Background: an optimization exercise with open tools, aiming at small area. Do not read the settings as production practice. Function was checked by simulation only, so behaviour that the tests miss may differ from the original. No activity file was given, so power comes from the tool's default toggle rates. No driver is modelled on the clock port, so clocking that relies on it looks cheaper here than on a real chip.

== red ==
==> flow/design.v <==
`timescale 1ns / 1ps
module sobel_unit (
    input  wire       clk,
    input  wire [7:0] x_top,
    input  wire [7:0] x_mid,
    input  wire [7:0] x_bot,
    output wire [9:0] mh,
    output wire [1:0] cls
);
    function [11:0] rca;
        input [11:0] a, b;
        input        cin;
        integer i;
        reg c;
        begin
            c = cin;
            for (i = 0; i < 12; i = i + 1) begin
                rca[i] = a[i] ^ b[i] ^ c;
                c = (a[i] & b[i]) | (a[i] & c) | (b[i] & c);
            end
        end
    endfunction
    wire [11:0] tb_w  = rca({4'b0, x_top}, {4'b0, x_bot}, 1'b0);
    wire [11:0] an_w  = rca(tb_w, {3'b0, x_mid, 1'b0}, 1'b0);
    wire [9:0]  a_new = an_w[9:0];
    wire [11:0] bn_w  = rca({4'b0, x_bot}, ~{4'b0, x_top}, 1'b1);
    wire [8:0]  b_new = bn_w[8:0];    
    reg [9:0] a1, a2;
    reg [8:1] b1h, b2h;
    always @(posedge clk) begin
        a1 <= a_new; a2 <= a1;
        b1h <= b_new[8:1]; b2h <= b1h;
    end
    wire [8:0] b1 = {b1h, a1[0]};
    wire [8:0] b2 = {b2h, a2[0]};
    wire [11:0] fx_w = rca({2'b0, a_new}, ~{2'b0, a2}, 1'b1);
    wire [10:0] fx   = fx_w[10:0];
    wire [11:0] fy_1 = rca({{3{b2[8]}}, b2}, {{3{b_new[8]}}, b_new}, 1'b0);
    wire [11:0] fy_w = rca(fy_1, {{2{b1[8]}}, b1, 1'b0}, 1'b0);
    wire [10:0] fy   = fy_w[10:0];
    wire [9:0]  ax   = fx[10] ? -fx[9:0] : fx[9:0];
    wire [9:0]  ay   = fy[10] ? -fy[9:0] : fy[9:0];
    wire [11:0] mag_w = rca({2'b0, ax}, {2'b0, ay}, 1'b0);
    assign mh = mag_w[10:1];
    wire        quad = fx[10] ^ fy[10];
    wire [11:0] t1 = rca({4'b0, ax[9:2]}, {5'b0, ax[9:3]}, 1'b0);
    wire [11:0] t2 = rca({7'b0, ax[9:5]}, {9'b0, ax[9:7]}, 1'b0);
    wire [11:0] t3 = rca(t1, t2, 1'b0);
    wire [11:0] d22w = rca({2'b0, ay}, ~t3, 1'b1);            
    wire [11:0] d67w = rca(d22w, ~{2'b0, ax}, 1'b1);          
    assign cls = d22w[11]         ? 2'd0 :
                 d67w[11] ? (quad ? 2'd2 : 2'd1) :
                                   2'd3;
endmodule
`timescale 1ns / 1ps
module canny_top #(
    parameter IMG_W = 256
)(
    input  wire        clk,
    input  wire        rst,
    input  wire [7:0]  pixel_in,
    output wire        out_valid,
    output wire [7:0]  pixel_out
);
    function [11:0] rca;
        input [11:0] a, b;
        input        cin;
        integer i;
        reg c;
        begin
            c = cin;
            for (i = 0; i < 12; i = i + 1) begin
                rca[i] = a[i] ^ b[i] ^ c;
                c = (a[i] & b[i]) | (a[i] & c) | (b[i] & c);
            end
        end
    endfunction
    reg  [7:0] col;
    reg  [2:0] row;
    wire [10:0] cnt = {row, col};
    always @(posedge clk) begin
        if (rst) begin
            col <= 8'd0;
            row <= 3'd0;
        end else begin
            col <= col + 8'd1;
            if (col == 8'd255 && row != 3'd7)
                row <= row + 3'd1;
        end
    end
    reg [8*768-1:0] xc;
    always @(posedge clk)
        xc <= {xc[8*767-1:0], rst ? 8'd0 : pixel_in};    
    localparam [1:0] C_H = 2'd0,    
                     C_D = 2'd1,    
                     C_V = 2'd2,    
                     C_W = 2'd3;    
    wire [9:0] mh_l;
    wire [1:0] cls_l;
    sobel_unit sob_l (
        .clk(clk),
        .x_top(xc[8*513-1 -: 8]), .x_mid(xc[8*257-1 -: 8]), .x_bot(xc[7:0]),
        .mh(mh_l), .cls(cls_l)
    );
    wire [9:0] mh_u;
    wire [1:0] cls_u;
    sobel_unit sob_u (
        .clk(clk),
        .x_top(xc[8*768-1 -: 8]), .x_mid(xc[8*512-1 -: 8]), .x_bot(xc[8*256-1 -: 8]),
        .mh(mh_u), .cls(cls_u)
    );
    wire valid_l_s = (cnt >= 11'd514) && (col != 8'd0) && (col != 8'd1);
    wire valid_u_s = (cnt >= 11'd769) && (col != 8'd255) && (col != 8'd0);
    reg [9:0] hl0;
    reg [9:0] hu0, hu1, hu2;
    reg [1:0] zl0, zl1;
    reg [1:0] zu0, zu1, zu2, zu3;
    always @(posedge clk) begin
        if (rst)
            hl0 <= 10'd0;
        else if (valid_l_s)
            hl0 <= mh_l;
        if (rst)
            hu0 <= 10'd0;
        else if (valid_u_s)
            hu0 <= mh_u;
        if (valid_l_s)
            zl0 <= cls_l;
        if (valid_u_s)
            zu0 <= cls_u;
        hu1 <= hu0; hu2 <= hu1;
        zl1 <= zl0;
        zu1 <= zu0; zu2 <= zu1; zu3 <= zu2;
    end
    wire l_ge_u1 = hl0 >= hu1;      
    wire u1_ge_l = hu1 >= hl0;
    wire l_ge_u2 = hl0 >= hu2;      
    wire u2_ge_l = hu2 >= hl0;
    wire u0_ge_l = hu0 >= hl0;      
    wire u0_ge_u1 = hu0 >= hu1;     
    wire u1_ge_u0 = hu1 >= hu0;
    reg [1:0] dl_ok;     
    reg       dn_ok;     
    reg       rt_ok;     
    reg [1:0] lt_ok;     
    always @(posedge clk) begin
        dl_ok <= {dl_ok[0], u0_ge_l};
        dn_ok <= u1_ge_l;
        rt_ok <= u1_ge_u0;
        lt_ok <= {lt_ok[0], u0_ge_u1};
    end
    wire up_chk = (zl1 == C_V) ? l_ge_u1 :
                  (zl1 == C_D) ? l_ge_u2 : 1'b1;
    wire [9:0] hq = hu2;        
    reg        chk;
    always @* begin
        case (zu3)              
            C_H:     chk = lt_ok[1] & rt_ok;       
            C_W:     chk = rt_ok & dl_ok[1];       
            C_V:     chk = up_ok & dn_ok;          
            default: chk = up_ok & u2_ge_l;        
        endcase
    end
    wire alive = (cnt == 11'd772) || chk;
    wire       valid_n = (col != 8'd254) && (col != 8'd255) && (cnt >= 11'd772);
    wire [7:0] clip_q  = (hq[9:7] != 3'd0) ? 8'hFF : {hq[6:0], 1'b0};
    wire [7:0] ns_new  = (valid_n && alive) ? clip_q : 8'd0;
    function [15:0] nc_code;
        input [7:0] m, t;
        input       e, u;
        reg   [7:0] te;
        reg         eh;
        begin
            eh = e & t[7] & (t[6:1] != 6'd0);      
            if (t[0])
                te = eh ? 8'hFF : 8'h80;
            else
                te = eh ? {1'b1, t[6:0]} : {1'b0, t[7:1]};
            if (m[0])
                nc_code = {te, 6'b100000, u, 1'b1};
            else
                nc_code = {u, m[7:1], te};
        end
    endfunction
    function nc_sp;                  
        input [15:0] c;
        nc_sp = c[7] & c[0] & (c[6:2] == 5'd0);
    endfunction
    function [7:0] nc_mid;
        input [15:0] c;
        nc_mid = nc_sp(c) ? 8'hFF : {c[14:8], 1'b0};
    endfunction
    reg [7:0] m_r, t_r;
    reg       u_r;
    reg  [16*255-1:0] ncj;
    wire [15:0] ent  = ncj[16*255-1 -: 16];       
    wire        sp   = nc_sp(ent);
    wire [7:0]  te_j = sp ? ent[15:8] : ent[7:0];
    wire [7:0]  n_mid = nc_mid(ent);              
    wire [7:0]  n_top = te_j[7] ? (((te_j[6:0] == 7'd0) || (te_j[6:0] == 7'h7F)) ?
                                   8'hFF : {1'b1, te_j[6:0]}) :
                                  {te_j[6:0], 1'b0};    
    wire        e_j   = te_j[7] & (te_j[6:0] != 7'd0);  
    wire        u_j   = sp ? ent[1] : ent[15];          
    wire [7:0]  n_bot = ns_new;                         
    reg         up_ok;           
    always @(posedge clk) begin
        m_r <= n_bot;
        t_r <= n_mid;
        u_r <= up_chk;
        up_ok <= u_j;
    end
    wire [11:0] s_1 = rca({4'b0, n_top}, {4'b0, n_mid}, 1'b0);
    wire [11:0] s_w = rca(s_1, {4'b0, n_bot}, 1'b0);
    wire [9:0] s_new = s_w[9:0];
    reg  [9:0] s1, s2;
    always @(posedge clk) begin
        s1 <= s_new;
        s2 <= s1;
    end
    wire [11:0] sum_1 = rca({2'b0, s_new}, {2'b0, s1}, 1'b0);
    wire [11:0] sum9 = rca(sum_1, {2'b0, s2}, 1'b0);
    wire [7:0]  din_nx  = (col == 8'd250) ? nc_mid(ncj[16*253-1 -: 16]) : n_mid;
    wire [11:0] din9_nx = rca({1'b0, din_nx, 3'b000}, {4'b0, din_nx}, 1'b0) + 12'd8;
    wire        ge_nx   = (sum9 <= din9_nx);
    reg         is_strong, is_weak;     
    wire valid_l = (col != 8'd251) && (col != 8'd252) && (cnt >= 11'd509);
    reg [7:0]   hc;             
    reg [4:0]   hd;             
    reg [7:0]   hcol;
    reg         wrapped;
    reg         connected;
    wire dout = (col == 8'd253) ? hc[2] : hc[0];
    wire r_col  = (col == 8'd253 || col == 8'd254) ? hd[4] : hd[2];
    wire r_col1 = (col == 8'd253) ? hd[3] : hd[1];
    wire e_new  = is_strong | (is_weak & connected);
    always @(posedge clk) begin
        hc <= {hc[6:0], e_new};
        hd <= {hd[3:0], e_j};
        ncj <= {ncj[16*254-1:0], nc_code(m_r, t_r, e_new, u_r)};
        if (rst) begin
            is_strong <= 1'b0;
            is_weak   <= 1'b0;
        end else if (valid_l) begin
            is_strong <= (din_nx >= 8'd155) && ge_nx;
            is_weak   <= (din_nx >= 8'd130) && ge_nx;
        end
        if (rst) begin
            hcol    <= 8'd0;
            wrapped <= 1'b0;
        end else if (valid_l) begin
            connected <= ((hcol != 8'd0) & dout) |
                         (wrapped & r_col) |
                         (wrapped & (hcol != 8'd255) & r_col1);
            hcol <= hcol + 8'd1;
            if (hcol == 8'd255)
                wrapped <= 1'b1;
        end
    end
    assign out_valid = (cnt >= 11'd515) && (col != 8'd3) && (col != 8'd4);
    assign pixel_out = {8{hc[7]}};
endmodule
Settings: LEC_CHECK=0, ABC_AREA=1, CAP_MARGIN=20, CORE_MARGIN=2, CORE_UTILIZATION=65, GPL_ROUTABILITY_DRIVEN=0, GPL_TIMING_DRIVEN=0, SLEW_MARGIN=20; clock period 12.0 ns.
standard.sh (not shown) runs the stock make flow with config.mk's settings and CLKGATE_MAP_FILE= SYNTH_SCRIPT=/design/flow/synth_recipe.tcl, a recipe that flattens the netlist after the stock synthesis.
==> flow/flow/run.sh <==
#!/bin/bash
# Standard layout (the standard.sh), with clock tree synthesis told not to
# add dummy balancing loads and to cluster up to 38 flip-flops per leaf buffer,
# and the port buffers made with the smallest buffer cell.
set -euo pipefail
export CTS_ARGS="-sink_clustering_enable -repair_clock_nets -dont_use_dummy_load -sink_clustering_size 38 -sink_clustering_max_diameter 80"
export BUFFER_PORTS_ARGS="-buffer_cell sky130_fd_sc_hd__buf_1"
bash standard.sh > standard.log 2>&1
Input-level comparison between blue and red:
--- a/flow/design.v
+++ b/flow/design.v
@@ -6,5 +6,6 @@
     input  wire [7:0] x_bot,
     output wire [9:0] mh,
-    output wire [1:0] cls
+    output wire [1:0] cls,
+    output wire       quad
 );
     function [11:0] rca;
@@ -43,5 +44,5 @@
     wire [11:0] mag_w = rca({2'b0, ax}, {2'b0, ay}, 1'b0);
     assign mh = mag_w[10:1];
-    wire        quad = fx[10] ^ fy[10];
+    assign quad = fx[10] ^ fy[10];
     wire [11:0] t1 = rca({4'b0, ax[9:2]}, {5'b0, ax[9:3]}, 1'b0);
     wire [11:0] t2 = rca({7'b0, ax[9:5]}, {9'b0, ax[9:7]}, 1'b0);
@@ -97,9 +98,9 @@
                      C_W = 2'd3;    
     wire [9:0] mh_l;
-    wire [1:0] cls_l;
+    wire       quad_l;
     sobel_unit sob_l (
         .clk(clk),
         .x_top(xc[8*513-1 -: 8]), .x_mid(xc[8*257-1 -: 8]), .x_bot(xc[7:0]),
-        .mh(mh_l), .cls(cls_l)
+        .mh(mh_l), .cls(), .quad(quad_l)
     );
     wire [9:0] mh_u;
@@ -108,16 +109,14 @@
         .clk(clk),
         .x_top(xc[8*768-1 -: 8]), .x_mid(xc[8*512-1 -: 8]), .x_bot(xc[8*256-1 -: 8]),
-        .mh(mh_u), .cls(cls_u)
+        .mh(mh_u), .cls(cls_u), .quad()
     );
-    wire valid_l_s = (cnt >= 11'd514) && (col != 8'd0) && (col != 8'd1);
+    wire valid_l_s = (col != 8'd0) && (col != 8'd1);
     wire valid_u_s = (cnt >= 11'd769) && (col != 8'd255) && (col != 8'd0);
     reg [9:0] hl0;
     reg [9:0] hu0, hu1, hu2;
-    reg [1:0] zl0, zl1;
+    reg       ql0, ql1;
     reg [1:0] zu0, zu1, zu2, zu3;
     always @(posedge clk) begin
-        if (rst)
-            hl0 <= 10'd0;
-        else if (valid_l_s)
+        if (valid_l_s)
             hl0 <= mh_l;
         if (rst)
@@ -126,9 +125,9 @@
             hu0 <= mh_u;
         if (valid_l_s)
-            zl0 <= cls_l;
+            ql0 <= quad_l;
         if (valid_u_s)
             zu0 <= cls_u;
         hu1 <= hu0; hu2 <= hu1;
-        zl1 <= zl0;
+        ql1 <= ql0;
         zu1 <= zu0; zu2 <= zu1; zu3 <= zu2;
     end
@@ -150,6 +149,5 @@
         lt_ok <= {lt_ok[0], u0_ge_u1};
     end
-    wire up_chk = (zl1 == C_V) ? l_ge_u1 :
-                  (zl1 == C_D) ? l_ge_u2 : 1'b1;
+    wire up_chk = ql1 ? l_ge_u1 : l_ge_u2;
     wire [9:0] hq = hu2;        
     reg        chk;
Findings:
- blue vs. red: shortest period the worst path allows went down by 25 ps; count of pins over their slew limit stayed essentially flat.
- Sequential-cell power consumption delta (blue -> red): insignificant
- Comparing red and blue, the higher overall global routing resource usage is on red.
- Comparing red and blue, the higher total nets after synthesis was measured on red.
- Diff red -> blue | part of the total power dissipated in combinational logic | decrease of 2.9 points
- Changes observed in blue relative to red: TritonCTS buffer count now sits lower, wire length the detailed router placed on met1 now sits lower.

-- what the ideal ports hide --
No port has a modelled driver above. Below, the same layouts with a new extraction and two added sets of constraints.
Step 1 sets driving cells, clkbuf_16 on the clock port and buf_2 on the other inputs (assumed; they add their load-dependent delay and slew).
Step 2 adds t to the input delays and takes it off the output delays; t is the mean of the earliest and latest rising clock arrival at the registers after step 1. Input paths then give back, and output paths get back, about the clock's delay inside the block.
Three values: ideal, step 1, step 2; two values: the first two.
| run | t, ns | setup WS [ns] | worst setup path at the end | worst slew at a driven data input, ns | cell pins on the clock port's net |
|---|---|---|---|---|---|
| red | 0.978 | 0.471 / 0.471 / 0.471 | register to register | 0.26 | 1 |
| blue | 0.997 | 0.496 / 0.496 / 0.496 | register to register | 0.23 | 1 |
After both steps setup and hold are still met in every run listed.
